Context: an optimization exercise on an open-source flow, tuned for small area, a short achievable clock period and few clock cycles. The choices shown serve that exercise and are no tape-out recipe.
The RTL was checked by simulation tests, not by an equivalence proof against the original design.
Power figures rest on the tool's default switching activity, not on a simulated workload.

==> flow/design.v (outline; a module is shown in full before it is edited, if it fits) <==
// module fmul2: 63 lines
// module fsub2: 90 lines
// module ksadd: 26 lines
// module ksinc: 22 lines
// module ksadd2: 24 lines
// module mant_mul: 789 lines
// module dstep4: 16 lines
// module dstep2: 10 lines
// module fdiv_it: 64 lines
// module MyDesign: 283 lines
module MyDesign (clock, reset, go, rdAddress, wrAddress, WE, readbus, writebus, overflow, finished);
  // ...
==> flow/run.sh <==
#!/bin/bash
# synth_recipe.tcl (not shown) runs the flow's synth.tcl, then flattens the netlist and writes it again
# the make line also repeats each setting of config.mk as NAME=value (left out here)
make -C /OpenROAD-flow-scripts/flow DESIGN_CONFIG=/design/flow/config.mk WORK_HOME=/design/flow/orfs CLKGATE_MAP_FILE= SYNTH_SCRIPT=/design/flow/synth_recipe.tcl finish
==> flow/config.mk <==
export PLATFORM = sky130hd
export DESIGN_NAME = MyDesign
export DESIGN_NICKNAME = MyDesign
export VERILOG_FILES = /design/flow/design.v
export SDC_FILE = /design/flow/constraint.sdc
export NUM_CORES = 8
export LEC_CHECK = 0
export ABC_AREA = 1
export CAP_MARGIN = 30
export CORE_MARGIN = 2
export CORE_UTILIZATION = 35
export PLACE_DENSITY = 0.45
export SLEW_MARGIN = 30
==> flow/constraint.sdc <==
create_clock -name core_clock -period 30.0 [get_ports {clock}]
set_input_delay 6.0000 -clock core_clock [delete_from_list [all_inputs] [get_ports {clock}]]
set_output_delay 6.0000 -clock core_clock [all_outputs]
set_load 0.01 [all_outputs]
==> results.sh, run 1 <==
export IMPL_pin_count=84
export IMPL_postLayoutSetupSlackWorst_ns=22.00
export IMPL_viasPerCell=5.969
export IMPL_final_cell_area_um2=114300
export IMPL_numCtsBuffers=153
export IMPL_slew_headroom_pct=19.27
export IMPL_cp_depth=34
export IMPL_crit_fanout=36
export IMPL_hold_class="flip-flop to flip-flop"
export IMPL_timing_setup_tns_ns=0
export IMPL_tritoncts="built"
export IMPL_via_count=105500
export IMPL_status="complete, no violations"
export IMPL_highest_layer="met5"
export IMPL_synth_top_area_share_pct=18.73
export IMPL_yosys_area_share_adder_pct=16.89
export IMPL_use_met2_pct=58.96
export IMPL_yosysMostFrequentCell="nand2_1"
export IMPL_seqCellArea_um2=28950
export IMPL_synth_area_leader_cell="edfxtp_1"
export IMPL_ys_seq_elements=1125
export IMPL_dp_hpwl_mm=432.6
export IMPL_seq_share_pct=25.34
export IMPL_swShare_pct=39.28
export IMPL_dr_pass1_iters=9
Testbench counts, summed over its fixed seeds: cycles 9,864.
==> run 2, diff against run 1 <==
--- a/flow/config.mk
+++ b/flow/config.mk
@@ -9,5 +9,7 @@
 export CAP_MARGIN = 30
 export CORE_MARGIN = 2
 export CORE_UTILIZATION = 35
+export CTS_CLUSTER_DIAMETER = 105
+export CTS_CLUSTER_SIZE = 20
 export PLACE_DENSITY = 0.45
 export SLEW_MARGIN = 30
==> results.sh, run 2 <==
export IMPL_synth_top_area_share_pct=18.73
export IMPL_finClkSkew_ns=0.08860
export IMPL_antenna_found_initial=49
export IMPL_gp_congestion=1.053
export IMPL_slew_headroom_pct=20.78
export IMPL_pin_count=84
export IMPL_setup_violations=0
export IMPL_syn_cell_area_um2=102400
export IMPL_path_clk_slew_ns=0.09
export IMPL_remaining_drc_errors=0
export IMPL_fin_crit_sh_pct=26.51
export IMPL_cpPeakStageDelay_ns=0.60
export IMPL_dr_pass1_iters=6
export IMPL_rsz0062_at_grt="false"
export IMPL_ys_top_cells_by_area="edfxtp_1 19%, nand2_1 10%, fa_1 9.7%, dfxtp_1 9.5%, inv_1 7.6%"
export IMPL_cpLargestDelayFamily="buffers and inverters"
export IMPL_finalNetCount=14670
export IMPL_cp_start_kind="flip-flop"
export IMPL_ff2ff_path_depth=34
export IMPL_post_cts_buffers=0
export IMPL_synth_area_leader_cell="edfxtp_1"
export IMPL_ant_nets=0
export IMPL_required_ns=24.00
export IMPL_tritoncts="built"
export IMPL_final_max_slew_viol_count=0
export IMPL_core_rowCount=198
export IMPL_cts_root_buf="clkbuf_16"
export IMPL_crit_fanout=2
export IMPL_place_inst=17360
export IMPL_power_density_nw_per_um2=46.71
export IMPL_clock_latency_ns=0.92
export IMPL_dp_hpwl_mm=432.6
export IMPL_grt_pass1_wl_mm=798.7
export IMPL_synth_edf_count=639
export IMPL_top_regs="u_m1.s1 x48, u_m2.s1 x48"
export IMPL_cts_sink_count=1125
export IMPL_reg2reg_to="XR[14]$_DFFE_PP_"
export IMPL_chipHeight_um=545.0
export IMPL_via_count=105100
export IMPL_drive_gt1_share_pct=6.086
export IMPL_hold_class="flip-flop to flip-flop"
export IMPL_status="complete, no violations"
export IMPL_numCtsBuffers=92
export IMPL_ff2ff_setup_slack_ns=22.10
export IMPL_final_cell_mix="2753 x nand2_1, 2060 x inv_1, 1005 x nor2_1"
export IMPL_postLayoutSetupSlackWorst_ns=22.05
export IMPL_syn2layout_area_growth_pct=9.628
export IMPL_worstPathCellList="clkdlybuf4s50_1"
export IMPL_syn_instance_count=13630
export IMPL_synth_async_reset_ratio_pct=0
export IMPL_timing_worst_setup_path_type="flip-flop to output pin"
export IMPL_dp_slack_ns=22.05
export IMPL_layout_min_cycle_time_ns=7.954
export IMPL_cts_resized=0
export IMPL_instances_no_fill=17550
export IMPL_crit_arrival_ns=1.95
export IMPL_rr_startpoint="u_m2.c1[19]$_DFF_P_"
export IMPL_ys_seq_area_share_pct=28.23
export IMPL_yosys_warnings=10
export IMPL_start_util_pct=35.19
export IMPL_synthFlopType="edfxtp_1"
export IMPL_viasPerCell=5.988
export IMPL_drtIter0Drc=13680
export IMPL_routed_wl_mm=579.7
export IMPL_portBuffers=83
export IMPL_min_path_cells=0
export IMPL_crit_path_top_delay_cell="clkdlybuf4s50_1"
export IMPL_chipWidth_um=545.0
export IMPL_multi_input_area_um2=63510
export IMPL_fmax_mhz=125.7
export IMPL_wire_per_inst_um=33.03
export IMPL_timing_setup_tns_ns=0
export IMPL_crit_path_end_kind="output pin"
export IMPL_first_global_vias=101300
export IMPL_core_area_um2=291100
export IMPL_seqCellArea_um2=28950
export IMPL_grt_usage_pct=38.11
export IMPL_tightest_slew_ns=1.178
export IMPL_synthTopCellsByCount="2780 x nand2_1, 2072 x inv_1, 1017 x nor2_1"
export IMPL_hold_path_startpoint="RB[31]$_DFF_P_"
export IMPL_grt_overflow=0
export IMPL_fill_cells=30550
export IMPL_syn_area_per_cell_um2=7.516
export IMPL_critPathBufInv=1
export IMPL_syn_num_nets=14750
export IMPL_htreeDepth=3
export IMPL_hold_viol=0
export IMPL_min_to="RB2[31]$_DFF_P_"
export IMPL_holdBufCountCts=0
export IMPL_max_cap_viol_count=0
export IMPL_cts_buffer_depth=4
export IMPL_p_leak_nw=51.24
export IMPL_dieArea_um2=297000
export IMPL_grt_max_degree=84
export IMPL_final_common_cell="nand2_1"
export IMPL_ys_seq_elements=1125
export IMPL_synth_cell_types=76
export IMPL_yosysMostFrequentCell="nand2_1"
export IMPL_peakVddDrop_uv=49.09
[run 2: worst max path at each step]
| stage | cells after the start | startpoint | slack [ns] | endpoint |
|---|---|---|---|---|
| final | 1 | overflow$_SDFFE_PP0P_ | 22.05 | overflow |
| after CTS | 1 | writebus[11]$_DFF_P_ | 21.99 | writebus[11] |
| after detailed placement | 33 | u_m2.c1[21]$_DFF_P_ | 22.05 | XR[4]$_DFFE_PP_ |
| after global placement | 31 | u_m2.c1[21]$_DFF_P_ | 20.79 | XR[2]$_DFFE_PP_ |
| after global routing | 34 | u_m2.s1[19]$_DFF_P_ | 21.60 | XR[4]$_DFFE_PP_ |
| after floorplan | 5 | go | 23.24 | t[5]$_SDFF_PP0_ |
[run 2: stage by stage]
stage	hold slack (ns)	power, mW	util, %	instance area, um2
after floorplan	0.3909	3.215	-	102400
after global routing	0.4718	5.549	38.55	112200
after global placement	0.4417	3.833	37.37	108800
after CTS	0.4605	5.241	38.52	112100
after detailed placement	0.4481	3.845	37.44	109000
final	0.4659	5.245	38.57	112300
[run 2: logic make-up (layout without fill, tap and decap cells)]
logic type	count (synthesis)	in the layout	synth area share [%]
AND/OR/NAND/NOR	5122	5122	21.41
buffers and inverters	2782	2776	10.42
AO/OA/AOI/OAI	2730	2730	16.34
flip-flops	1125	1125	28.23
adder cells (fa/ha/maj)	1085	1085	16.89
XOR/XNOR	780	780	6.670
multiplexers	3	3	0.02932
other	0	32	0
[run 2: area by class of cell]
type | instances | area share, %
Multi-Input combinational cell | 9720 | 56.57
Clock buffer | 118 | 2.238
Sequential cell | 1125 | 25.78
Timing Repair Buffer | 442 | 3.177
Inverter | 2170 | 7.261
Antenna cell | 32 | 0.07132
Clock inverter | 46 | 0.5627
Tap cell | 3900 | 4.346
[run 2: where the power goes]
part | switching, mW | internal (mW)
combinational | 1.35 | 0.654
sequential | 0.104 | 1.74
clock | 0.749 | 0.655
[run 2: metal layers]
metal	share of wire (%)	vias up	track usage, %
li1	-	45540	-
met1	38	51580	46.51
met2	43	6329	58.85
met3	10	1631	10.56
met4	8.0	34	24.58
met5	0.10	-	0.4545
==> run 3, diff against run 2 <==
--- a/flow/config.mk
+++ b/flow/config.mk
@@ -6,10 +6,10 @@
 export NUM_CORES = 8
 export LEC_CHECK = 0
 export ABC_AREA = 1
-export CAP_MARGIN = 30
+export CAP_MARGIN = 50
 export CORE_MARGIN = 2
 export CORE_UTILIZATION = 35
 export CTS_CLUSTER_DIAMETER = 105
 export CTS_CLUSTER_SIZE = 20
 export PLACE_DENSITY = 0.45
-export SLEW_MARGIN = 30
+export SLEW_MARGIN = 80
==> results.sh, run 3 <==
export IMPL_status="complete, no violations"
export IMPL_core_area_um2=291100
export IMPL_fin_crit_sh_pct=27.04
export IMPL_dp_slack_ns=22.12
export IMPL_synth_compound_area_share_pct=16.34
export IMPL_start_util_pct=35.19
export IMPL_finClkSkew_ns=0.1160
export IMPL_highest_layer="met5"
export IMPL_htreeDepth=3
export IMPL_dr_wl_met3_mm=61.40
export IMPL_numCtsBuffers=90
export IMPL_cts_sink_count=1125
export IMPL_ant_nets=0
export IMPL_yosys_warnings=10
export IMPL_syn_cell_area_um2=102400
export IMPL_max_cap_viol_count=0
export IMPL_fmax_mhz=123.3
export IMPL_first_global_vias=105900
export IMPL_yosys_area_share_adder_pct=16.89
export IMPL_drtIter0Drc=13670
export IMPL_p_leak_nw=57.52
export IMPL_syn_area_per_cell_um2=7.516
export IMPL_layout_min_cycle_time_ns=8.112
export IMPL_cts_resized=0
export IMPL_core_rowCount=198
export IMPL_synth_edf_count=639
export IMPL_crit_path_top_delay_cell="clkdlybuf4s50_1"
export IMPL_hold_class="flip-flop to flip-flop"
export IMPL_synth_async_reset_ratio_pct=0
export IMPL_holdBufCountCts=0
export IMPL_cp_start_kind="flip-flop"
export IMPL_timing_worst_setup_path_type="flip-flop to flip-flop"
export IMPL_portBuffers=83
export IMPL_synth_top_area_share_pct=18.73
export IMPL_slew_headroom_pct=75.80
export IMPL_final_cell_mix="2717 x nand2_1, 1915 x inv_1, 827 x o22ai_1"
export IMPL_dr_pass1_iters=10
export IMPL_wire_per_inst_um=31.99
export IMPL_tritoncts="built"
export IMPL_dp_hpwl_mm=463.5
export IMPL_route_met2_wl_mm=256.0
export IMPL_placed_area_um2=124700
export IMPL_pin_count=84
export IMPL_cpPeakStageDelay_ns=0.56
export IMPL_cts_buffer_depth=4
export IMPL_post_cts_buffers=0
export IMPL_required_ns=30.81
export IMPL_path_clk_slew_ns=0.09
export IMPL_hold_viol=0
export IMPL_synth_xor_area_share_pct=6.670
export IMPL_synth_area_leader_cell="edfxtp_1"
export IMPL_synthTopCellsByCount="2780 x nand2_1, 2072 x inv_1, 1017 x nor2_1"
export IMPL_syn_num_nets=14750
export IMPL_crit_path_end_kind="flip-flop"
export IMPL_final_cell_area_um2=129400
export IMPL_power_density_nw_per_um2=41.51
export IMPL_syn2layout_area_growth_pct=26.38
export IMPL_synthSimpleGateAreaFrac_pct=21.41
export IMPL_synthFlopType="edfxtp_1"
export IMPL_tightest_slew_ns=0.3621
export IMPL_ys_seq_elements=1125
export IMPL_ys_seq_area_share_pct=28.23
export IMPL_clock_latency_ns=0.97
export IMPL_peakVddDrop_uv=50.69
export IMPL_top_regs="u_m1.s1 x48, u_m2.s1 x48"
export IMPL_routed_wl_mm=586.5
export IMPL_ys_top_cells_by_area="edfxtp_1 19%, nand2_1 10%, fa_1 9.7%, dfxtp_1 9.5%, inv_1 7.6%"
export IMPL_via_count=108700
export IMPL_drive_gt1_share_pct=18.02
export IMPL_remaining_drc_errors=0
export IMPL_timing_setup_tns_ns=0
export IMPL_grt_usage_pct=38.53
export IMPL_viasPerCell=5.930
export IMPL_syn_instance_count=13630
export IMPL_grt_overflow=0
export IMPL_instances_no_fill=18340
export IMPL_gp_congestion=1.053
export IMPL_wl_met1_mm=222.4
export IMPL_yosysMostFrequentCell="nand2_1"
export IMPL_synth_cell_types=76
export IMPL_chipWidth_um=545.0
export IMPL_place_inst=18110
export IMPL_final_common_cell="nand2_1"
export IMPL_cpMostUsedCell="nand2_1"
export IMPL_grt_pass1_wl_mm=812.9
export IMPL_rsz0062_at_grt="false"
export IMPL_setup_violations=0
export IMPL_grt_max_degree=34
export IMPL_antenna_found_initial=35
export IMPL_final_max_slew_viol_count=0
export IMPL_dieArea_um2=297000
export IMPL_total_power_mw=5.374
export IMPL_finalNetCount=15470
export IMPL_muxShareOfSynthArea_pct=0.02932
export IMPL_postLayoutSetupSlackWorst_ns=21.89
export IMPL_chipHeight_um=545.0
export IMPL_crit_fanout=24
export IMPL_crit_arrival_ns=8.92
export IMPL_synth_top_family_by_area="simple AND/OR/NAND/NOR gates"
export IMPL_cts_root_buf="clkbuf_16"
-- run 3: cell count changes in the layout (fill, tap and decap cells not counted), sizes merged, moves of 7 or more --
cell,change
clkdlybuf4s50,+49
clkdlybuf4s25,+17
clkbuf,+32
clkdlybuf4s15,+7
diode,-18
buf,+674
clkdlybuf4s18,+22
inv,-7
-- run 3: critical path, delay by kind of cell (launching register included) --
kind | cells | cell delay (ns)
flops | 1 | 0.40
compound gates | 8 | 1.52
buf+inv | 13 | 3.07
fa+ha+maj | 3 | 0.91
simple gates | 18 | 2.03
-- run 3: cells by family after synthesis --
logic type	after synthesis
simple gates	5122
compound gates	2730
fa+ha+maj	1085
flops	1125
mux	3
xor+xnor	780
buf+inv	2782
-- run 3: final cells by class --
| cell class | count | area (um2) |
|---|---|---|
| antenna | 14 | 35.03 |
| clock buffer | 119 | 2422 |
| clock inverter | 43 | 540.5 |
| fill | 29130 | 161600 |
| inverter | 2170 | 8574 |
| multi-input combinational | 9720 | 71080 |
| sequential | 1125 | 29060 |
| tap | 3900 | 4880 |
| timing repair buffer | 1244 | 12850 |
-- run 3: per-stage QoR --
stage / util (%) / hold slack [ns]
floorplan: - / 0.3909
global placement: 37.37 / 0.4417
detailed placement: 42.84 / 0.4363
CTS: 43.85 / 0.4447
global route: 44.46 / 0.4320
finish: 44.47 / 0.4259
-- run 3: path summary, 6_finish.rpt --
kind	startpoint	endpoint	slack, ns	depth (start not counted)
min	RB[31]$_DFF_P_	RB2[31]$_DFF_P_	0.43	0
max	u_m2.z[23]$_DFFE_PP_	u_s.sum1[25]$_DFF_P_	21.89	42
min reg2reg	RB[31]$_DFF_P_	RB2[31]$_DFF_P_	0.43	0
max reg2reg	u_m2.z[23]$_DFFE_PP_	u_s.sum1[25]$_DFF_P_	21.89	42
-- run 3: metal layers --
layer | up-vias | track usage (%)
met5 | - | 0
met4 | 28 | 24.14
met3 | 1800 | 10.15
met2 | 6619 | 60.05
met1 | 53090 | 47.23
li1 | 47190 | -
-- run 3: power breakdown --
group	total [mW]	switching (mW)	internal, mW
Combinational	2.20	1.46	0.745
Sequential	1.83	0.0884	1.74
Clock	1.35	0.744	0.603
Total	5.37	2.29	3.09
==> module fmul2, before the edit <==
module fmul2 (clock, a, b, en2, z, zn);
input         clock;
input  [31:0] a, b;
input         en2;
output reg [31:0] z;
output     [31:0] zn;       
wire [7:0]  ea = a[30:23], eb = b[30:23];
wire        za = (ea == 8'd0), zb = (eb == 8'd0);
wire        ia = (ea == 8'hff), ib = (eb == 8'hff);
wire        na = ia & (a[22:0] != 23'd0), nb = ib & (b[22:0] != 23'd0);
wire [1:0]  cls = (na | nb | (ia & zb) | (ib & za)) ? 2'd3 :
                  (ia | ib) ? 2'd2 : (za | zb) ? 2'd1 : 2'd0;
wire [47:0] ps, pc;
mant_mul mm (.a({1'b1, a[22:0]}), .b({1'b1, b[22:0]}), .s(ps), .c(pc));
reg [47:0] s1, c1;
wire [9:0]  ek0 = {2'b0, ea} + {2'b0, eb} - 10'd127;
wire [9:0]  ek1 = {2'b0, ea} + {2'b0, eb} - 10'd126;
wire [9:0]  ek2 = {2'b0, ea} + {2'b0, eb} - 10'd125;
wire [2:0]  zk = {ek2[9] | (~ek2[8] & (ek2[7:0] == 8'd0)), ek1[9] | (~ek1[8] & (ek1[7:0] == 8'd0)), ek0[9] | (~ek0[8] & (ek0[7:0] == 8'd0))};
wire [2:0]  ik = {~ek2[9] & (ek2[8] | (ek2[7:0] == 8'hff)), ~ek1[9] & (ek1[8] | (ek1[7:0] == 8'hff)), ~ek0[9] & (ek0[8] | (ek0[7:0] == 8'hff))};
reg [7:0]  x0, x1, x2;
reg [2:0]  zk1, ik1;
reg        sz1;
reg [1:0]  cl1;
always @(posedge clock) begin
	s1 <= ps; c1 <= pc;
	x0 <= ek0[7:0]; x1 <= ek1[7:0]; x2 <= ek2[7:0]; zk1 <= zk; ik1 <= ik;
	sz1 <= a[31] ^ b[31];
	cl1 <= cls;
end
wire [21:0] lsum;
wire        co1;
ksadd #(.N(22)) lo (.a(s1[21:0]), .b(c1[21:0]), .ci(1'b0), .s(lsum), .co(co1));
wire [21:0] zx = (s1[21:0] ^ c1[21:0]) ^ {(s1[20:0] | c1[20:0]), 1'b0};
wire        lz1 = (zx == 22'd0);
wire [25:0] p0, p1;
ksadd2 #(.N(26)) hi (.a(s1[47:22]), .b(c1[47:22]), .s0(p0), .s1(p1));
wire [25:0] p = co1 ? p1 : p0;
wire        n1 = p[25];
wire [23:0] m0 = n1 ? p[25:2] : p[24:1];
wire        g  = n1 ? p[1] : p[0];
wire        st = n1 ? (p[0] | ~lz1) : ~lz1;
wire        up = g & (st | m0[0]);
wire [23:0] mi;
wire        mco;
ksinc #(.N(24)) inc (.a(m0), .ci(up), .s(mi), .co(mco));
wire [22:0] mf = mco ? 23'd0 : mi[22:0];
wire        k2 = n1 & mco, k0 = ~n1 & ~mco, k1 = ~k2 & ~k0;
wire        ez = (k0 & zk1[0]) | (k1 & zk1[1]) | (k2 & zk1[2]);
wire        ei = (k0 & ik1[0]) | (k1 & ik1[1]) | (k2 & ik1[2]);
wire [7:0]  ex = ({8{k0}} & x0) | ({8{k1}} & x1) | ({8{k2}} & x2);
reg  [31:0] zr;
always @(*) begin
	if (cl1 == 2'd3)                       zr = 32'h7fc00000;
	else if (cl1 == 2'd2)                  zr = {sz1, 8'hff, 23'd0};
	else if (cl1 == 2'd1)                  zr = {sz1, 31'd0};
	else if (ez)                           zr = {sz1, 31'd0};
	else if (ei)                           zr = {sz1, 8'hff, 23'd0};
	else                                   zr = {sz1, ex, mf};
end
assign zn = zr;
always @(posedge clock) if (en2) z <= zr;
endmodule
==> run 4, diff against run 3 <==
--- a/flow/design.v
+++ b/flow/design.v
@@ -37,13 +37,17 @@
 ksadd2 #(.N(26)) hi (.a(s1[47:22]), .b(c1[47:22]), .s0(p0), .s1(p1));
 wire [25:0] p = co1 ? p1 : p0;
 wire        n1 = p[25];
-wire [23:0] m0 = n1 ? p[25:2] : p[24:1];
-wire        g  = n1 ? p[1] : p[0];
-wire        st = n1 ? (p[0] | ~lz1) : ~lz1;
-wire        up = g & (st | m0[0]);
-wire [23:0] mi;
-wire        mco;
-ksinc #(.N(24)) inc (.a(m0), .ci(up), .s(mi), .co(mco));
+wire        up1 = p[0] & (~lz1 | p[1]);                
+wire        up2 = p[1] & (p[0] | ~lz1 | p[2]);         
+wire [23:0] i2, i1;
+wire        c2, c1i;
+ksinc #(.N(24)) inc2 (.a(p[25:2]), .ci(1'b1), .s(i2), .co(c2));
+ksinc #(.N(24)) inc1 (.a(p[24:1]), .ci(1'b1), .s(i1), .co(c1i));
+wire [23:0] r1m = up1 ? i1 : p[24:1];
+wire [23:0] r2m = up2 ? i2 : p[25:2];
+wire        mc1 = up1 & c1i, mc2 = up2 & c2;
+wire [23:0] mi = n1 ? r2m : r1m;
+wire        mco = n1 ? mc2 : mc1;
 wire [22:0] mf = mco ? 23'd0 : mi[22:0];
 wire        k2 = n1 & mco, k0 = ~n1 & ~mco, k1 = ~k2 & ~k0;
 wire        ez = (k0 & zk1[0]) | (k1 & zk1[1]) | (k2 & zk1[2]);
--- a/flow/config.mk
+++ b/flow/config.mk
@@ -6,10 +6,10 @@
 export NUM_CORES = 8
 export LEC_CHECK = 0
 export ABC_AREA = 1
-export CAP_MARGIN = 50
+export CAP_MARGIN = 30
 export CORE_MARGIN = 2
 export CORE_UTILIZATION = 35
 export CTS_CLUSTER_DIAMETER = 105
 export CTS_CLUSTER_SIZE = 20
 export PLACE_DENSITY = 0.45
-export SLEW_MARGIN = 80
+export SLEW_MARGIN = 30
==> results.sh, run 4 <==
export IMPL_numCtsBuffers=87
export IMPL_syn2layout_area_growth_pct=9.200
export IMPL_instances_no_fill=18170
export IMPL_hold_viol=0
export IMPL_min_path_cells=2
export IMPL_cpMostUsedCell="nand2_1"
export IMPL_wire_per_inst_um=32.99
export IMPL_chipWidth_um=552.2
export IMPL_internal_power_mw=3.017
export IMPL_swShare_pct=42.98
export IMPL_via_count=109500
export IMPL_synth_async_reset_ratio_pct=0
export IMPL_synth_xor_area_share_pct=6.317
export IMPL_cp_start_kind="flip-flop"
export IMPL_finClkSkew_ns=0.06361
export IMPL_fill_cells=31580
export IMPL_timing_setup_tns_ns=0
export IMPL_fmax_mhz=123.5
export IMPL_dr_pass1_iters=9
export IMPL_cp_depth=35
export IMPL_ys_top_cells_by_area="edfxtp_1 18%, nand2_1 10%, fa_1 9.5%, dfxtp_1 9.2%, inv_1 7.7%"
export IMPL_viasPerCell=6.028
export IMPL_grt_usage_pct=37.88
export IMPL_pin_count=84
export IMPL_hold_class="flip-flop to flip-flop"
export IMPL_required_ns=30.59
export IMPL_syn_num_nets=15310
export IMPL_peakVddDrop_uv=50.13
export IMPL_combPwrFrac_pct=40.1
export IMPL_core_area_um2=299500
export IMPL_synth_area_leader_cell="edfxtp_1"
export IMPL_ys_seq_elements=1125
export IMPL_final_cell_mix="2841 x nand2_1, 2153 x inv_1, 1095 x nor2_1"
export IMPL_crit_path_end_kind="flip-flop"
export IMPL_core_rowCount=201
export IMPL_holdBufCountCts=0
export IMPL_top_regs="u_m1.s1 x48, u_m2.s1 x48"
export IMPL_gp_congestion=1.047
export IMPL_antenna_found_initial=44
export IMPL_first_global_vias=104800
export IMPL_power_density_nw_per_um2=46.06
export IMPL_dieArea_um2=305000
export IMPL_cpLargestDelayFamily="compound AO/OA/AOI/OAI gates"
export IMPL_synth_top_family_by_area="simple AND/OR/NAND/NOR gates"
export IMPL_worstSetupStartpoint="TH10[0]$_DFFE_PP_"
export IMPL_rsz0062_at_grt="false"
export IMPL_rr_startpoint="TH10[0]$_DFFE_PP_"
export IMPL_timing_worst_setup_path_type="flip-flop to flip-flop"
export IMPL_ff2ff_path_depth=35
export IMPL_grt_max_degree=80
export IMPL_cts_root_buf="clkbuf_16"
export IMPL_p_leak_nw=52.51
export IMPL_synth_cell_types=79
export IMPL_ff2ff_setup_slack_ns=21.90
export IMPL_crit_path_top_delay_cell="edfxtp_1"
export IMPL_yosysMostFrequentCell="nand2_1"
export IMPL_routed_wl_mm=599.5
export IMPL_syn_instance_count=14200
export IMPL_synth_compound_area_share_pct=15.35
export IMPL_cts_resized=0
export IMPL_dp_slack_ns=21.71
export IMPL_slew_headroom_pct=18.00
export IMPL_portBuffers=83
export IMPL_setup_violations=0
export IMPL_synth_top_area_share_pct=18.24
export IMPL_hold_path_startpoint="overflow$_SDFFE_PP0P_"
export IMPL_htreeDepth=3
export IMPL_dp_hpwl_mm=454.3
export IMPL_syn_cell_area_um2=105200
export IMPL_post_cts_buffers=0
export IMPL_path_clk_slew_ns=0.10
export IMPL_grt_overflow=0
export IMPL_synthSimpleGateAreaFrac_pct=23.88
export IMPL_total_power_mw=5.291
export IMPL_layout_min_cycle_time_ns=8.098
export IMPL_final_core_util_pct=38.35
export IMPL_seq_power_share_pct=34.8
export IMPL_start_util_pct=35.12
export IMPL_cpPeakStageDelay_ns=0.64
export IMPL_drtIter0Drc=13710
export IMPL_crit_fanout=26
export IMPL_drive_gt1_share_pct=6.316
export IMPL_yosys_warnings=10
export IMPL_remaining_drc_errors=0
export IMPL_cts_sink_count=1125
export IMPL_fin_crit_sh_pct=26.99
export IMPL_final_max_slew_viol_count=0
export IMPL_postLayoutSetupSlackWorst_ns=21.90
export IMPL_synthFlopType="edfxtp_1"
export IMPL_ant_nets=0
export IMPL_grt_pass1_wl_mm=826.6
export IMPL_critPathBufInv=7
export IMPL_place_inst=17990
export IMPL_muxShareOfSynthArea_pct=0.03806
export IMPL_yosys_area_share_adder_pct=16.45
export IMPL_tritoncts="built"
export IMPL_max_cap_viol_count=0
export IMPL_clock_latency_ns=0.89
export IMPL_syn_area_per_cell_um2=7.411
export IMPL_final_common_cell="nand2_1"
export IMPL_synth_edf_count=639
export IMPL_finalNetCount=15240
export IMPL_synthTopCellsByCount="2845 x nand2_1, 2163 x inv_1, 1108 x nor2_1"
export IMPL_tightest_slew_ns=1.220
export IMPL_chipHeight_um=552.2
export IMPL_ys_seq_area_share_pct=27.49
export IMPL_crit_arrival_ns=8.69
export IMPL_pwr_share_clk_pct=25.1
export IMPL_p_sw_mw=2.274
export IMPL_cts_buffer_depth=4
export IMPL_status="complete, no violations"
==> run 4: path summary, 6_finish.rpt <==
| path | end |
|---|---|
| setup reg to reg | u_d.r[17]$_DFFE_PP_ |
| hold / removal | overflow$_SDFFE_PP0P_ |
| hold reg to reg | overflow$_SDFFE_PP0P_ |
| setup / recovery | u_d.r[17]$_DFFE_PP_ |
==> run 4: final cells by class <==
| cell class | count | area [um2] | area share [%] |
|---|---|---|---|
| Inverter | 2235 | 8398 | 7.310 |
| Timing Repair Buffer | 474 | 3834 | 3.337 |
| Multi-Input combinational cell | 10200 | 65790 | 57.27 |
| Antenna cell | 27 | 67.56 | 0.05881 |
| Clock buffer | 111 | 2394 | 2.084 |
| Sequential cell | 1125 | 28930 | 25.18 |
| Clock inverter | 43 | 519.2 | 0.4520 |
| Tap cell | 3958 | 4952 | 4.311 |
==> run 4: logic make-up (layout without fill, tap and decap cells) <==
family / after synthesis / in the layout
simple gates: 5691 / 5691
fa+ha+maj: 1085 / 1085
buf+inv: 2872 / 2863
mux: 4 / 4
compound gates: 2661 / 2661
flops: 1125 / 1125
xor+xnor: 757 / 757
other cells: 0 / 27
==> run 4: power by group through the flow <==
| stage | logic (mW) | clock network, mW | registers (mW) |
|---|---|---|---|
| after floorplan | 1.46 | 0 | 1.82 |
| after global placement | 2.12 | 0 | 1.87 |
| after detailed placement | 2.09 | 0 | 1.87 |
| after CTS | 2.10 | 1.34 | 1.84 |
| after global routing | 2.37 | 1.38 | 1.85 |
| final | 2.12 | 1.33 | 1.84 |
==> run 4: metrics by stage <==
stage	hold slack [ns]	cell area [um2]
global route	0.4986	114800
floorplan	0.3911	105200
CTS	0.4674	114700
detailed placement	0.4497	111800
finish	0.4651	114900
global placement	0.4556	111700
==> run 4: per-layer routing <==
layer / vias to the layer above / wire length, um / global-route usage [%]
met5: - / 411 / 0.5470
met4: 30 / 46100 / 23.90
met3: 1624 / 60370 / 9.030
met2: 6913 / 258600 / 58.33
met1: 53560 / 234000 / 47.51
li1: 47410 / - / -
==> run 4: tightest hold or removal path, delay by kind of cell, from the launching register on <==
family | cells | cell delay (ns)
flip-flops | 1 | 0.32
buffers and inverters | 1 | 0.05
AO/OA/AOI/OAI | 1 | 0.05
Testbench counts of run 4, summed over its fixed seeds: cycles 9,864.
==> run 5, diff against run 4 <==
--- a/flow/config.mk
+++ b/flow/config.mk
@@ -9,7 +9,5 @@
 export CAP_MARGIN = 30
 export CORE_MARGIN = 2
 export CORE_UTILIZATION = 35
-export CTS_CLUSTER_DIAMETER = 105
-export CTS_CLUSTER_SIZE = 20
 export PLACE_DENSITY = 0.45
 export SLEW_MARGIN = 30
==> results.sh, run 5 <==
export IMPL_wire_per_inst_um=32.92
export IMPL_ys_seq_area_share_pct=27.49
export IMPL_start_util_pct=35.12
export IMPL_finClkSkew_ns=0.06232
export IMPL_final_cell_mix="2841 x nand2_1, 2152 x inv_1, 1096 x nor2_1"
export IMPL_cts_root_buf="clkbuf_16"
export IMPL_dr_pass1_iters=9
export IMPL_post_cts_buffers=0
export IMPL_first_global_vias=105700
export IMPL_final_common_cell="nand2_1"
export IMPL_ff2ff_setup_slack_ns=21.94
export IMPL_remaining_drc_errors=0
export IMPL_synth_area_leader_cell="edfxtp_1"
export IMPL_fin_crit_sh_pct=26.86
export IMPL_crit_path_end_kind="flip-flop"
export IMPL_cpPeakStageDelay_ns=0.64
export IMPL_synth_top_area_share_pct=18.24
export IMPL_finalNetCount=15310
export IMPL_synthFlopType="edfxtp_1"
export IMPL_place_inst=17990
export IMPL_antenna_found_initial=45
export IMPL_peakVddDrop_uv=49.76
export IMPL_min_path_cells=2
export IMPL_postLayoutSetupSlackWorst_ns=21.94
export IMPL_fmax_mhz=124.1
export IMPL_ant_nets=0
export IMPL_syn_num_nets=15310
export IMPL_dp_hpwl_mm=454.3
export IMPL_chipWidth_um=552.2
export IMPL_drtIter0Drc=14240
export IMPL_path_clk_slew_ns=0.06
export IMPL_syn_instance_count=14200
export IMPL_crit_path_top_delay_cell="clkinv_1"
export IMPL_synth_cell_types=79
export IMPL_syn_cell_area_um2=105200
export IMPL_dp_slack_ns=21.71
export IMPL_slew_headroom_pct=21.47
export IMPL_hold_path_startpoint="overflow$_SDFFE_PP0P_"
export IMPL_max_cap_viol_count=0
export IMPL_cp_start_kind="flip-flop"
export IMPL_via_count=110300
export IMPL_synth_edf_count=639
export IMPL_ys_top_cells_by_area="edfxtp_1 18%, nand2_1 10%, fa_1 9.5%, dfxtp_1 9.2%, inv_1 7.7%"
export IMPL_viasPerCell=6.025
export IMPL_drive_gt1_share_pct=6.920
export IMPL_p_leak_nw=53.55
export IMPL_syn_area_per_cell_um2=7.411
export IMPL_cts_sink_count=1125
export IMPL_cpMostUsedCell="nand2_1"
export IMPL_status="complete, no violations"
export IMPL_rsz0062_at_grt="false"
export IMPL_instances_no_fill=18300
export IMPL_core_rowCount=201
export IMPL_core_area_um2=299500
export IMPL_pin_count=84
export IMPL_final_core_util_pct=39.07
export IMPL_required_ns=30.61
export IMPL_syn2layout_area_growth_pct=11.23
export IMPL_cts_resized=0
export IMPL_min_to="overflow$_SDFFE_PP0P_"
export IMPL_timing_worst_setup_path_type="flip-flop to flip-flop"
export IMPL_whs_ns=0.4627
export IMPL_power_density_nw_per_um2=50.34
export IMPL_ff2ff_path_depth=35
export IMPL_grt_usage_pct=38.02
export IMPL_final_max_slew_viol_count=0
export IMPL_hold_class="flip-flop to flip-flop"
export IMPL_yosysMostFrequentCell="nand2_1"
export IMPL_cts_buffer_depth=4
export IMPL_synth_async_reset_ratio_pct=0
export IMPL_tightest_slew_ns=1.166
export IMPL_grt_overflow=0
export IMPL_top_regs="u_m1.s1 x48, u_m2.s1 x48"
export IMPL_grt_pass1_wl_mm=830.0
export IMPL_synthTopCellsByCount="2845 x nand2_1, 2163 x inv_1, 1108 x nor2_1"
export IMPL_crit_arrival_ns=8.66
export IMPL_dieArea_um2=305000
export IMPL_numCtsBuffers=151
export IMPL_layout_min_cycle_time_ns=8.058
export IMPL_timing_setup_tns_ns=0
export IMPL_chipHeight_um=552.2
export IMPL_rr_startpoint="TH10[0]$_DFFE_PP_"
export IMPL_ys_seq_elements=1125
export IMPL_reg2reg_to="u_d.r[12]$_DFFE_PP_"
export IMPL_grt_max_degree=80
export IMPL_yosys_warnings=10
export IMPL_routed_wl_mm=602.5
export IMPL_gp_congestion=1.047
export IMPL_setup_violations=0
export IMPL_portBuffers=83
export IMPL_clock_latency_ns=0.89
export IMPL_holdBufCountCts=0
export IMPL_htreeDepth=4
export IMPL_hold_viol=0
export IMPL_crit_fanout=26
export IMPL_tritoncts="built"
-- run 5: stage by stage --
stage,power [mW],cell area [um2]
after global placement,3.988,111700
after CTS,5.878,116800
after floorplan,3.279,105200
final,5.891,117000
after global routing,6.204,116900
after detailed placement,3.962,111800
-- run 5: report_power, final --
part	switching (mW)	internal, mW
registers	0.106	1.74
logic	1.46	0.668
clock network	0.820	1.10
total	2.38	3.51
-- run 5: cells by family (layout without fill, tap and decap cells) --
family | count (synthesis) | after routing | synth area share (%)
adder cells (fa/ha/maj) | 1085 | 1085 | 16.45
buffers and inverters | 2872 | 2983 | 10.48
AO/OA/AOI/OAI | 2661 | 2661 | 15.35
XOR/XNOR | 757 | 757 | 6.317
other | 0 | 35 | 0
AND/OR/NAND/NOR | 5691 | 5691 | 23.88
multiplexers | 4 | 4 | 0.03806
flip-flops | 1125 | 1125 | 27.49
-- run 5: per-layer routing --
metal / part of all wire [%] / vias to the layer above / track usage [%] / wire length [um]
li1: - / 47620 / - / -
met1: 39 / 53900 / 47.47 / 234700
met2: 43 / 6995 / 58.24 / 258800
met3: 10 / 1719 / 9.511 / 61350
met4: 7.8 / 24 / 24.54 / 47110
met5: 0.073 / - / 0.2969 / 440
-- run 5: area by class of cell --
| cell class | instances | area (um2) |
|---|---|---|
| clock buffers | 208 | 4235 |
| well taps | 3958 | 4952 |
| clock inverters | 65 | 770.7 |
| repair buffers | 475 | 3849 |
| diodes | 35 | 87.58 |
| flip-flops and latches | 1125 | 28930 |
| multi-input cells | 10200 | 65790 |
| fillers | 31450 | 182500 |
| inverters | 2235 | 8398 |
-- run 5: worst max-delay path by stage --
stage	slack, ns	to	from	depth (start not counted)
2_1_floorplan	23.24	t[5]$_SDFF_PP0_	go	5
3_3_place_gp	21.54	u_d.r[23]$_DFFE_PP_	TH10[0]$_DFFE_PP_	36
3_5_place_dp	21.71	u_d.r[12]$_DFFE_PP_	TH10[0]$_DFFE_PP_	35
4_1_cts	21.70	u_d.r[12]$_DFFE_PP_	TH10[0]$_DFFE_PP_	35
5_1_grt	21.20	u_d.r[23]$_DFFE_PP_	TH10[0]$_DFFE_PP_	35
6_report	21.94	u_d.r[12]$_DFFE_PP_	TH10[0]$_DFFE_PP_	35
-- run 5: worst max-delay path, delay by kind of cell (launching register included) --
kind                     cells  cell delay (ns)
adder cells (fa/ha/maj)      2             0.80
flip-flops                   1             0.61
AO/OA/AOI/OAI               10             2.59
AND/OR/NAND/NOR             16             2.03
buffers and inverters        7             1.75
==> module fsub2, before the edit <==
module fsub2 (clock, a, b, en2, z, zn);
input         clock;
input  [31:0] a, b;
input         en2;
output reg [31:0] z;
output     [31:0] zn;       
wire        sa = a[31], sb = ~b[31];
wire [7:0]  ea = a[30:23], eb = b[30:23];
wire        za = (ea == 8'd0), zb = (eb == 8'd0);
wire        ia = (ea == 8'hff), ib = (eb == 8'hff);
wire        na = ia & (a[22:0] != 23'd0), nb = ib & (b[22:0] != 23'd0);
wire [8:0]  dab = {1'b0, ea} - {1'b0, eb};
wire [7:0]  dba = eb - ea;
wire        egt = ~dab[8] & (dab[7:0] != 8'd0);      
wire        elt = dab[8];                             
wire        mlt = a[22:0] < b[22:0];                  
wire        swap = elt | (~egt & mlt);
wire        sl = swap ? sb : sa;
wire [7:0]  el = elt ? eb : ea;
wire [7:0]  d  = elt ? dba : dab[7:0];
wire [23:0] ma = za ? 24'd0 : {1'b1, a[22:0]};
wire [23:0] mb = zb ? 24'd0 : {1'b1, b[22:0]};
wire [23:0] mx = elt ? mb : ma;
wire [23:0] my = elt ? ma : mb;
wire        zy = elt ? za : zb;
wire        sub = sa ^ sb;
wire        big = (d > 8'd26);
wire [4:0]  dc = d[4:0];
wire [26:0] yx = {my, 3'b000};
wire [26:0] ysh = yx >> dc;
wire [26:0] ymask = ~(27'h7ffffff << dc);
wire        ystk = (yx & ymask) != 27'd0;
wire [26:0] ay = big ? {26'd0, ~zy} : {ysh[26:1], ysh[0] | ystk};
wire [26:0] lx = {mx, 3'b000};
wire [27:0] sumf = sub ? ({1'b0, lx} - {1'b0, ay}) : ({1'b0, lx} + {1'b0, ay});
wire [23:0] mdr = {1'b1, b[22:0]} - {1'b1, a[22:0]};
wire        rev = ~egt & ~elt & sub & mlt;
wire [27:0] sum = rev ? {1'b0, mdr, 3'b000} : sumf;
wire        spn = na | nb | (ia & ib & (sa ^ sb));
wire        spf = spn | ia | ib | (za & zb);
wire        spi = ia | ib;
wire        sps = ia ? sa : ib ? sb : (sa & sb);
reg [27:0] sum1;
reg [7:0]  el1;
reg        sl1, spf1, spn1, spi1, sps1;
always @(posedge clock) begin
	sum1 <= sum; el1 <= el; sl1 <= sl; spf1 <= spf; spn1 <= spn; spi1 <= spi; sps1 <= sps;
end
wire [31:0] lzx = {sum1[26:0], 1'b1, 4'b0000};
wire [15:0] z1;  wire [15:0] c1z;           
wire [7:0]  z2;  wire [15:0] c2z;           
wire [3:0]  z3;  wire [11:0] c3z;           
wire [1:0]  z4;  wire [7:0]  c4z;           
genvar gi;
generate for (gi = 0; gi < 16; gi = gi + 1) begin : l1
	assign z1[gi]  = ~(lzx[2*gi+1] | lzx[2*gi]);
	assign c1z[gi] = ~lzx[2*gi+1];
end
for (gi = 0; gi < 8; gi = gi + 1) begin : l2
	assign z2[gi] = z1[2*gi+1] & z1[2*gi];
	assign c2z[2*gi+1:2*gi] = z1[2*gi+1] ? {1'b1, c1z[2*gi]} : {1'b0, c1z[2*gi+1]};
end
for (gi = 0; gi < 4; gi = gi + 1) begin : l3
	assign z3[gi] = z2[2*gi+1] & z2[2*gi];
	assign c3z[3*gi+2:3*gi] = z2[2*gi+1] ? {1'b1, c2z[4*gi+1:4*gi]} : {1'b0, c2z[4*gi+3:4*gi+2]};
end
for (gi = 0; gi < 2; gi = gi + 1) begin : l4
	assign z4[gi] = z3[2*gi+1] & z3[2*gi];
	assign c4z[4*gi+3:4*gi] = z3[2*gi+1] ? {1'b1, c3z[6*gi+2:6*gi]} : {1'b0, c3z[6*gi+5:6*gi+3]};
end endgenerate
wire [4:0]  lz = z4[1] ? {1'b1, c4z[3:0]} : {1'b0, c4z[7:4]};
wire [26:0] nl = sum1[26:0] << lz;
wire [26:0] nr = {sum1[27:2], sum1[1] | sum1[0]};
wire [26:0] nm = sum1[27] ? nr : nl;
wire [9:0]  e1 = sum1[27] ? ({2'b0, el1} + 10'd1) : ({2'b0, el1} - {5'd0, lz});
wire        up = nm[2] & (nm[1] | nm[0] | nm[3]);
wire [24:0] mr = {1'b0, nm[26:3]} + {24'd0, up};
wire [9:0]  e2 = e1 + {9'd0, mr[24]};
wire [22:0] mf = mr[24] ? mr[23:1] : mr[22:0];
reg  [31:0] zr;
always @(*) begin
	if (spf1)                              zr = spn1 ? 32'h7fc00000 : {sps1, {8{spi1}}, 23'd0};
	else if (sum1 == 28'd0)                zr = 32'd0;
	else if (e2[9] | (e2[8:0] == 9'd0))    zr = {sl1, 31'd0};
	else if (e2[8] | (e2[7:0] == 8'hff))   zr = {sl1, 8'hff, 23'd0};
	else                                   zr = {sl1, e2[7:0], mf};
end
assign zn = zr;
always @(posedge clock) if (en2) z <= zr;
endmodule
==> module fdiv_it, before the edit <==
module fdiv_it (clock, go, a, b, z);
input         clock, go;
input  [31:0] a, b;
output reg [31:0] z;
wire        sa = a[31], sb = b[31];
wire [7:0]  ea = a[30:23], eb = b[30:23];
wire        za = (ea == 8'd0), zb = (eb == 8'd0);
wire        ia = (ea == 8'hff), ib = (eb == 8'hff);
wire        na = ia & (a[22:0] != 23'd0), nb = ib & (b[22:0] != 23'd0);
wire [23:0] ma = {1'b1, a[22:0]};
wire [23:0] mb = {1'b1, b[22:0]};
wire [23:0] ltd;
wire        ge;
ksadd #(.N(24)) cmp (.a(ma), .b(~mb), .ci(1'b1), .s(ltd), .co(ge));
wire        lt = ~ge;
wire [9:0]  x0 = {2'b0, ea} - {2'b0, eb} + 10'd127 - {9'd0, lt};
wire [1:0]  c0 = (na | nb | (za & zb) | (ia & ib)) ? 2'd3 :
                 (ia | zb) ? 2'd2 :
                 (za | ib) ? 2'd1 : 2'd0;
wire [24:0] r1a, r1b;
wire        r1ac, r1bc;
ksadd #(.N(25)) sub1a (.a({1'b0, ma}), .b(~{1'b0, mb}), .ci(1'b1), .s(r1a), .co(r1ac));
ksadd #(.N(25)) sub1b (.a({ma, 1'b0}), .b(~{1'b0, mb}), .ci(1'b1), .s(r1b), .co(r1bc));
wire [24:0] r1 = lt ? r1b : r1a;
reg [23:0] r;
wire [23:0] d1 = mb;    
reg [25:0] d3;
reg [24:0] q;
reg [9:0]  x;
reg        s;
reg [1:0]  c;
reg [3:0]  n;
reg        rnd;
wire [23:0] ra, rb;
wire [1:0]  qa;
wire        qb;
dstep4 sa_ (r,  d1, {d1, 1'b0}, d3, ra, qa);
dstep2 sb_ (ra, d1, rb, qb);
always @(posedge clock) begin
	if (go) begin
		r <= r1[23:0]; d3 <= {1'b0, mb, 1'b0} + {2'b00, mb};
		q <= 25'd1;
		x <= x0; s <= sa ^ sb; c <= c0;
		n <= 4'd8;
	end else if (n != 4'd0) begin
		r <= rb; q <= {q[21:0], qa, qb};
		n <= n - 4'd1;
	end
	rnd <= (n == 4'd1) & ~go;
end
wire        stk = (r != 24'd0);
wire        up = q[0] & (stk | q[1]);
wire [24:0] mr = {1'b0, q[24:1]} + {24'd0, up};
wire [9:0]  xr = x + {9'd0, mr[24]};
wire [22:0] mf = mr[24] ? mr[23:1] : mr[22:0];
always @(posedge clock) if (rnd) begin
	if (c == 2'd3)                        z <= 32'h7fc00000;
	else if (c == 2'd2)                   z <= {s, 8'hff, 23'd0};
	else if (c == 2'd1)                   z <= {s, 31'd0};
	else if (xr[9] | (xr[8:0] == 9'd0))   z <= {s, 31'd0};
	else if (xr[8] | (xr[7:0] == 8'hff))  z <= {s, 8'hff, 23'd0};
	else                                  z <= {s, xr[7:0], mf};
end
endmodule
==> run 6, diff against run 5 <==
--- a/flow/design.v
+++ b/flow/design.v
@@ -76,30 +76,36 @@
 wire        za = (ea == 8'd0), zb = (eb == 8'd0);
 wire        ia = (ea == 8'hff), ib = (eb == 8'hff);
 wire        na = ia & (a[22:0] != 23'd0), nb = ib & (b[22:0] != 23'd0);
-wire [8:0]  dab = {1'b0, ea} - {1'b0, eb};
-wire [7:0]  dba = eb - ea;
+wire [8:0]  dab;
+wire [7:0]  dba;
+wire        dco, dco2;
+ksadd #(.N(9)) xab (.a({1'b0, ea}), .b(~{1'b0, eb}), .ci(1'b1), .s(dab), .co(dco));
+ksadd #(.N(8)) xba (.a(eb), .b(~ea), .ci(1'b1), .s(dba), .co(dco2));
 wire        egt = ~dab[8] & (dab[7:0] != 8'd0);      
 wire        elt = dab[8];                             
 wire        mlt = a[22:0] < b[22:0];                  
 wire        swap = elt | (~egt & mlt);
 wire        sl = swap ? sb : sa;
 wire [7:0]  el = elt ? eb : ea;
-wire [7:0]  d  = elt ? dba : dab[7:0];
 wire [23:0] ma = za ? 24'd0 : {1'b1, a[22:0]};
 wire [23:0] mb = zb ? 24'd0 : {1'b1, b[22:0]};
 wire [23:0] mx = elt ? mb : ma;
-wire [23:0] my = elt ? ma : mb;
-wire        zy = elt ? za : zb;
 wire        sub = sa ^ sb;
-wire        big = (d > 8'd26);
-wire [4:0]  dc = d[4:0];
-wire [26:0] yx = {my, 3'b000};
-wire [26:0] ysh = yx >> dc;
-wire [26:0] ymask = ~(27'h7ffffff << dc);
-wire        ystk = (yx & ymask) != 27'd0;
-wire [26:0] ay = big ? {26'd0, ~zy} : {ysh[26:1], ysh[0] | ystk};
+wire [26:0] bx = {mb, 3'b000};
+wire [26:0] ax = {ma, 3'b000};
+wire [4:0]  dcb = dab[4:0], dca = dba[4:0];
+wire        bigb = (dab[7:0] > 8'd26), biga = (dba > 8'd26);
+wire [26:0] bsh = bx >> dcb;
+wire [26:0] ash = ax >> dca;
+wire        bstk = (bx & ~(27'h7ffffff << dcb)) != 27'd0;
+wire        astk = (ax & ~(27'h7ffffff << dca)) != 27'd0;
+wire [26:0] ayb = bigb ? {26'd0, ~zb} : {bsh[26:1], bsh[0] | bstk};
+wire [26:0] aya = biga ? {26'd0, ~za} : {ash[26:1], ash[0] | astk};
+wire [26:0] ay = elt ? aya : ayb;
 wire [26:0] lx = {mx, 3'b000};
-wire [27:0] sumf = sub ? ({1'b0, lx} - {1'b0, ay}) : ({1'b0, lx} + {1'b0, ay});
+wire [27:0] sumf;
+wire        sco;
+ksadd #(.N(28)) sadd (.a({1'b0, lx}), .b(sub ? ~{1'b0, ay} : {1'b0, ay}), .ci(sub), .s(sumf), .co(sco));
 wire [23:0] mdr = {1'b1, b[22:0]} - {1'b1, a[22:0]};
 wire        rev = ~egt & ~elt & sub & mlt;
 wire [27:0] sum = rev ? {1'b0, mdr, 3'b000} : sumf;
@@ -1066,8 +1072,7 @@
 ksadd #(.N(25)) sub1a (.a({1'b0, ma}), .b(~{1'b0, mb}), .ci(1'b1), .s(r1a), .co(r1ac));
 ksadd #(.N(25)) sub1b (.a({ma, 1'b0}), .b(~{1'b0, mb}), .ci(1'b1), .s(r1b), .co(r1bc));
 wire [24:0] r1 = lt ? r1b : r1a;
-reg [23:0] r;
-wire [23:0] d1 = mb;    
+reg [23:0] r, d1;
 reg [25:0] d3;
 reg [24:0] q;
 reg [9:0]  x;
@@ -1082,7 +1087,7 @@
 dstep2 sb_ (ra, d1, rb, qb);
 always @(posedge clock) begin
 	if (go) begin
-		r <= r1[23:0]; d3 <= {1'b0, mb, 1'b0} + {2'b00, mb};
+		r <= r1[23:0]; d1 <= mb; d3 <= {1'b0, mb, 1'b0} + {2'b00, mb};
 		q <= 25'd1;
 		x <= x0; s <= sa ^ sb; c <= c0;
 		n <= 4'd8;
--- a/flow/config.mk
+++ b/flow/config.mk
@@ -6,8 +6,10 @@
 export NUM_CORES = 8
 export LEC_CHECK = 0
 export ABC_AREA = 1
-export CAP_MARGIN = 30
+export CAP_MARGIN = 50
 export CORE_MARGIN = 2
 export CORE_UTILIZATION = 35
+export CTS_CLUSTER_DIAMETER = 105
+export CTS_CLUSTER_SIZE = 20
 export PLACE_DENSITY = 0.45
-export SLEW_MARGIN = 30
+export SLEW_MARGIN = 80
==> results.sh, run 6 <==
export IMPL_rsz0062_at_grt="false"
export IMPL_final_core_util_pct=44.71
export IMPL_syn2layout_area_growth_pct=26.93
export IMPL_gp_congestion=1.045
export IMPL_critPathBufInv=1
export IMPL_crit_fanout=2
export IMPL_cp_start_kind="flip-flop"
export IMPL_path_clk_slew_ns=0.09
export IMPL_drive_gt1_share_pct=18.82
export IMPL_final_cell_mix="2836 x nand2_1, 1971 x inv_1, 826 x nor2_1"
export IMPL_ys_seq_area_share_pct=27.99
export IMPL_ys_top_cells_by_area="edfxtp_1 19%, nand2_1 10%, fa_1 9.4%, dfxtp_1 9.2%, inv_1 7.3%"
export IMPL_worstPathCellList="clkdlybuf4s50_1"
export IMPL_cpLargestDelayFamily="buffers and inverters"
export IMPL_whs_ns=0.4351
export IMPL_instances_no_fill=19160
export IMPL_grt_pass1_wl_mm=864.8
export IMPL_viasPerCell=5.980
export IMPL_htreeDepth=3
export IMPL_antenna_found_initial=48
export IMPL_dr_pass1_iters=9
export IMPL_postLayoutSetupSlackWorst_ns=22.16
export IMPL_synthTopCellsByCount="2934 x nand2_1, 2068 x inv_1, 1128 x nor2_1"
export IMPL_finalNetCount=16200
export IMPL_grt_overflow=0
export IMPL_pin_count=84
export IMPL_multi_input_area_um2=74030
export IMPL_dp_slack_ns=22.46
export IMPL_dieArea_um2=306400
export IMPL_place_inst=18920
export IMPL_ff2ff_setup_slack_ns=23.15
export IMPL_synth_area_leader_cell="edfxtp_1"
export IMPL_cts_resized=0
export IMPL_slew_headroom_pct=75.48
export IMPL_timing_setup_tns_ns=0
export IMPL_portBuffers=83
export IMPL_cts_buffer_depth=4
export IMPL_syn_cell_area_um2=105700
export IMPL_total_power_mw=5.695
export IMPL_fmax_mhz=127.5
export IMPL_status="complete, no violations"
export IMPL_synth_top_area_share_pct=18.78
export IMPL_grt_max_degree=39
export IMPL_cts_sink_count=1147
export IMPL_top_regs="u_m1.s1 x48, u_m2.s1 x48"
export IMPL_crit_path_end_kind="output pin"
export IMPL_dp_hpwl_mm=494.9
export IMPL_required_ns=24.00
export IMPL_yosysMostFrequentCell="nand2_1"
export IMPL_syn_area_per_cell_um2=7.416
export IMPL_synth_async_reset_ratio_pct=0
export IMPL_final_common_cell="nand2_1"
export IMPL_ys_seq_elements=1147
export IMPL_core_area_um2=300000
export IMPL_wire_per_inst_um=32.51
export IMPL_clock_latency_ns=0.91
export IMPL_syn_num_nets=15340
export IMPL_syn_instance_count=14250
export IMPL_layout_min_cycle_time_ns=7.841
export IMPL_yosys_warnings=13
export IMPL_cpPeakStageDelay_ns=0.57
export IMPL_placed_area_um2=129100
export IMPL_peakVddDrop_uv=43.23
export IMPL_final_cell_area_um2=134100
export IMPL_crit_path_top_delay_cell="clkdlybuf4s50_1"
export IMPL_holdBufCountCts=0
export IMPL_p_leak_nw=59.74
export IMPL_setup_violations=0
export IMPL_timing_worst_setup_path_type="flip-flop to output pin"
export IMPL_max_cap_viol_count=0
export IMPL_final_max_slew_viol_count=0
export IMPL_synthFlopType="edfxtp_1"
export IMPL_drtIter0Drc=14670
export IMPL_first_global_vias=111200
export IMPL_synth_edf_count=661
export IMPL_via_count=114600
export IMPL_core_rowCount=201
export IMPL_ant_nets=0
export IMPL_remaining_drc_errors=0
export IMPL_synth_cell_types=80
export IMPL_tritoncts="built"
export IMPL_crit_arrival_ns=1.84
export IMPL_tightest_slew_ns=0.3677
export IMPL_power_density_nw_per_um2=42.45
export IMPL_start_util_pct=35.22
export IMPL_finClkSkew_ns=0.07110
export IMPL_numCtsBuffers=90
export IMPL_chipHeight_um=553.5
export IMPL_hold_class="flip-flop to flip-flop"
export IMPL_post_cts_buffers=0
export IMPL_seqCellArea_um2=29690
export IMPL_routed_wl_mm=622.9
export IMPL_fill_cells=30130
export IMPL_grt_usage_pct=39.48
export IMPL_chipWidth_um=553.5
export IMPL_hold_viol=0
export IMPL_fin_crit_sh_pct=26.14
export IMPL_cts_root_buf="clkbuf_16"
## run 6: cell families (layout without fill, tap and decap cells)
family | after synthesis | in the layout | share of synthesized area, %
adder cells (fa/ha/maj) | 1059 | 1059 | 16.05
buffers and inverters | 2825 | 3753 | 10.26
XOR/XNOR | 814 | 814 | 6.746
multiplexers | 2 | 2 | 0.01894
AO/OA/AOI/OAI | 2641 | 2641 | 15.22
flip-flops | 1147 | 1147 | 27.99
other | 0 | 24 | 0
AND/OR/NAND/NOR | 5763 | 5763 | 23.72
## run 6: metal layers
metal | wire length [um] | vias to the layer above | track usage (%)
met5 | 251 | - | 0
met4 | 50790 | 36 | 26.13
met3 | 62640 | 1888 | 9.343
met2 | 267600 | 7024 | 60.31
met1 | 241600 | 56030 | 49.55
li1 | - | 49600 | -
## run 6: worst paths after layout
| kind | start | to | cells past startpoint |
|---|---|---|---|
| worst max-delay path | rdAddress[5]$_SDFF_PP0_ | rdAddress[5] | 1 |
| worst min-delay path | RB[25]$_DFF_P_ | RB2[25]$_DFF_P_ | 0 |
| worst max register to register | u_s.sum1[12]$_DFF_P_ | u_s.z[17]$_DFFE_PP_ | 35 |
| worst min register to register | RB[25]$_DFF_P_ | RB2[25]$_DFF_P_ | 0 |
## run 6: power by group
part	leakage [nW]	internal [mW]	switching, mW
registers	10.0	1.76	0.0873
clock network	1.48	0.628	0.728
logic	48.2	0.792	1.70
## run 6: layout make-up
type	count	area share, %
Antenna cell	24	0.04477
Clock buffer	115	1.820
Clock inverter	46	0.4393
Inverter	2183	6.439
Multi-Input combinational cell	10280	55.19
Sequential cell	1147	22.13
Tap cell	3958	3.692
Timing Repair Buffer	1409	10.25
Testbench counts of run 6, summed over its fixed seeds: cycles 9,864.
==> run 7, diff against run 6 <==
--- a/flow/config.mk
+++ b/flow/config.mk
@@ -6,10 +6,10 @@
 export NUM_CORES = 8
 export LEC_CHECK = 0
 export ABC_AREA = 1
-export CAP_MARGIN = 50
+export CAP_MARGIN = 30
 export CORE_MARGIN = 2
 export CORE_UTILIZATION = 35
 export CTS_CLUSTER_DIAMETER = 105
 export CTS_CLUSTER_SIZE = 20
 export PLACE_DENSITY = 0.45
-export SLEW_MARGIN = 80
+export SLEW_MARGIN = 30
==> results.sh, run 7 <==
export IMPL_hold_path_startpoint="u_s.z[17]$_DFFE_PP_"
export IMPL_post_cts_buffers=0
export IMPL_final_core_util_pct=38.56
export IMPL_ff2ff_setup_slack_ns=22.10
export IMPL_layout_min_cycle_time_ns=7.896
export IMPL_top_regs="u_m1.s1 x48, u_m2.s1 x48"
export IMPL_final_cell_mix="2924 x nand2_1, 2066 x inv_1, 1117 x nor2_1"
export IMPL_synthTopCellsByCount="2934 x nand2_1, 2068 x inv_1, 1128 x nor2_1"
export IMPL_status="complete, no violations"
export IMPL_cts_resized=0
export IMPL_ys_seq_area_share_pct=27.99
export IMPL_cp_start_kind="flip-flop"
export IMPL_synthFlopType="edfxtp_1"
export IMPL_instances_no_fill=18260
export IMPL_crit_arrival_ns=8.61
export IMPL_rsz0062_at_grt="false"
export IMPL_crit_path_top_delay_cell="nand2_2"
export IMPL_reg2reg_to="u_s.z[15]$_DFFE_PP_"
export IMPL_synth_edf_count=661
export IMPL_portBuffers=83
export IMPL_min_to="PH9[17]$_DFFE_PP_"
export IMPL_fin_crit_sh_pct=26.32
export IMPL_fill_cells=31550
export IMPL_grt_overflow=0
export IMPL_wire_per_inst_um=33.79
export IMPL_fmax_mhz=126.6
export IMPL_yosysMostFrequentCell="nand2_1"
export IMPL_final_cell_area_um2=115700
export IMPL_numCtsBuffers=93
export IMPL_dieArea_um2=306400
export IMPL_clock_latency_ns=0.91
export IMPL_via_count=110500
export IMPL_rr_startpoint="u_s.sum1[23]$_DFF_P_"
export IMPL_placed_area_um2=112400
export IMPL_viasPerCell=6.052
export IMPL_antenna_found_initial=51
export IMPL_timing_setup_tns_ns=0
export IMPL_place_inst=18060
export IMPL_grt_max_degree=53
export IMPL_yosys_warnings=13
export IMPL_drtIter0Drc=14440
export IMPL_synth_async_reset_ratio_pct=0
export IMPL_hold_class="flip-flop to flip-flop"
export IMPL_grt_pass1_wl_mm=848.2
export IMPL_syn_cell_area_um2=105700
export IMPL_max_cap_viol_count=0
export IMPL_crit_fanout=38
export IMPL_first_global_vias=105900
export IMPL_synth_top_area_share_pct=18.78
export IMPL_chipWidth_um=553.5
export IMPL_ys_top_cells_by_area="edfxtp_1 19%, nand2_1 10%, fa_1 9.4%, dfxtp_1 9.2%, inv_1 7.3%"
export IMPL_htreeDepth=3
export IMPL_cts_root_buf="clkbuf_16"
export IMPL_holdBufCountCts=0
export IMPL_remaining_drc_errors=0
export IMPL_synth_area_leader_cell="edfxtp_1"
export IMPL_start_util_pct=35.22
export IMPL_syn2layout_area_growth_pct=9.477
export IMPL_drive_gt1_share_pct=6.089
export IMPL_final_max_slew_viol_count=0
export IMPL_pin_count=84
export IMPL_finClkSkew_ns=0.06388
export IMPL_ff2ff_path_depth=34
export IMPL_syn_area_per_cell_um2=7.416
export IMPL_core_area_um2=300000
export IMPL_gp_congestion=1.045
export IMPL_slew_headroom_pct=21.01
export IMPL_finalNetCount=15290
export IMPL_ys_seq_elements=1147
export IMPL_dr_pass1_iters=9
export IMPL_dp_hpwl_mm=468.6
export IMPL_required_ns=30.72
export IMPL_cts_sink_count=1147
export IMPL_syn_num_nets=15340
export IMPL_core_rowCount=201
export IMPL_grt_usage_pct=39.03
export IMPL_ant_nets=0
export IMPL_setup_violations=0
export IMPL_peakVddDrop_uv=59.98
export IMPL_chipHeight_um=553.5
export IMPL_hold_viol=0
export IMPL_routed_wl_mm=617.1
export IMPL_crit_path_end_kind="flip-flop"
export IMPL_cpPeakStageDelay_ns=0.66
export IMPL_syn_instance_count=14250
export IMPL_p_leak_nw=52.91
export IMPL_min_path_cells=0
export IMPL_power_density_nw_per_um2=47.43
export IMPL_cts_buffer_depth=4
export IMPL_final_common_cell="nand2_1"
export IMPL_tightest_slew_ns=1.173
export IMPL_path_clk_slew_ns=0.10
export IMPL_timing_worst_setup_path_type="flip-flop to flip-flop"
export IMPL_synth_cell_types=80
export IMPL_tritoncts="built"
-- run 7: cell count changes in the layout (fill, tap and decap cells not counted), moves of 129 or more --
cell and change:
buf_1 -199, buf_2 -265, buf_6 -142, buf_8 -136
nor2_1 +291, nor2_2 -129, nor2_4 -162, o21ai_0 +219
o21ai_1 -129
-- run 7: final cells by class --
| cell class | instances | area (um2) | share of cell area (%) |
|---|---|---|---|
| flip-flops and latches | 1147 | 29590 | 25.58 |
| inverters | 2183 | 8199 | 7.087 |
| clock inverters | 49 | 624.3 | 0.5396 |
| well taps | 3958 | 4952 | 4.280 |
| diodes | 30 | 75.07 | 0.06489 |
| clock buffers | 119 | 2520 | 2.178 |
| multi-input cells | 10280 | 65750 | 56.83 |
| repair buffers | 494 | 3989 | 3.448 |
-- run 7: how the worst max path moves through the flow --
stage / startpoint / end / cells after the start
finish: u_s.sum1[23]$_DFF_P_ / u_s.z[15]$_DFFE_PP_ / 34
global placement: go / rdAddress[2]$_SDFF_PP0_ / 6
detailed placement: go / rdAddress[2]$_SDFF_PP0_ / 6
CTS: rdAddress[5]$_SDFF_PP0_ / rdAddress[5] / 1
global route: u_s.sum1[25]$_DFF_P_ / u_s.z[15]$_DFFE_PP_ / 34
floorplan: go / t[5]$_SDFF_PP0_ / 5
-- run 7: worst max-delay path, delay by kind of cell, from the launching register on --
family	cells	cell delay (ns)
xor gates and xnor gates	1	0.19
adders and majority gates	3	0.60
and+or+nand+nor	25	5.60
buffers and inverters	4	0.78
DFF	1	0.35
AOI/OAI and AO/OA	1	0.19
-- run 7: kinds of logic (layout without fill, tap and decap cells) --
family                   count (synthesis)  after routing  share of synthesized area [%]
AND/OR/NAND/NOR                       5763           5763                          23.72
adder cells (fa/ha/maj)               1059           1059                          16.05
XOR/XNOR                               814            814                          6.746
buffers and inverters                 2825           2845                          10.26
flip-flops                            1147           1147                          27.99
other                                    0             30                              0
AO/OA/AOI/OAI                         2641           2641                          15.22
multiplexers                             2              2                        0.01894
-- run 7: per-layer routing --
layer  vias to the layer above  wire length [um]  track usage, %
met3                      1795             61560           9.155
li1                      47710                 -               -
met5                         -               207               0
met4                        30             52610           27.32
met1                     54230            240800           48.90
met2                      6743            261900           59.08
-- run 7: per-stage QoR --
stage | total power, mW | hold WS [ns] | setup slack [ns]
2_1_floorplan | 3.318 | 0.3911 | 23.24
3_3_place_gp | 4.086 | 0.4431 | 21.91
3_5_place_dp | 4.082 | 0.4467 | 21.84
4_1_cts | 5.462 | 0.4638 | 22.09
5_1_grt | 5.766 | 0.4794 | 21.49
6_report | 5.487 | 0.4553 | 22.10
-- run 7: power breakdown --
part,total [mW],switching (mW),leakage (nW),internal [mW]
Combinational,2.23,1.55,41.3,0.677
Clock,1.38,0.734,1.54,0.648
Sequential,1.87,0.109,10.0,1.77

## port drivers added, routing unchanged
The results above use ideal ports. As a check the final layouts listed here were re-extracted and re-timed, cells and wires unchanged. Step 1 sets driving cells, clkbuf_16 on the clock port and buf_2 on the other inputs (assumed; they add their load-dependent delay and slew). Step 2, shift: input delay + t, output delay - t, t = (earliest + latest rising clock arrival at the registers) / 2. This alone moves slack from input paths to output paths. Slacks: no drivers / after step 1 / after step 2; pairs: no drivers / after step 1.
| run | t, ns | slack for setup (ns) | hold slack, ns |
|---|---|---|---|
| run 1 | 0.982 | 21.998 / 21.950 / 21.998 | 0.458 / 0.458 / 0.458 |
| run 2 | 0.984 | 22.046 / 21.935 / 22.055 | 0.466 / 0.466 / 0.466 |
| run 3 | 1.024 | 21.888 / 21.862 / 21.888 | 0.426 / 0.426 / 0.426 |
| run 4 | 0.968 | 21.903 / 21.903 / 21.730 | 0.465 / 0.465 / 0.465 |
| run 5 | 0.963 | 21.942 / 21.942 / 21.717 | 0.463 / 0.463 / 0.463 |
| run 6 | 0.988 | 22.159 / 22.046 / 22.478 | 0.435 / 0.435 / 0.435 |
| run 7 | 0.993 | 22.104 / 22.079 / 21.978 | 0.455 / 0.455 / 0.455 |
After both steps setup and hold are still met in every run listed. For run 5, which loses most, drivers alone change the setup slack by 0.000 ns; drivers and shift together by -0.225 ns.
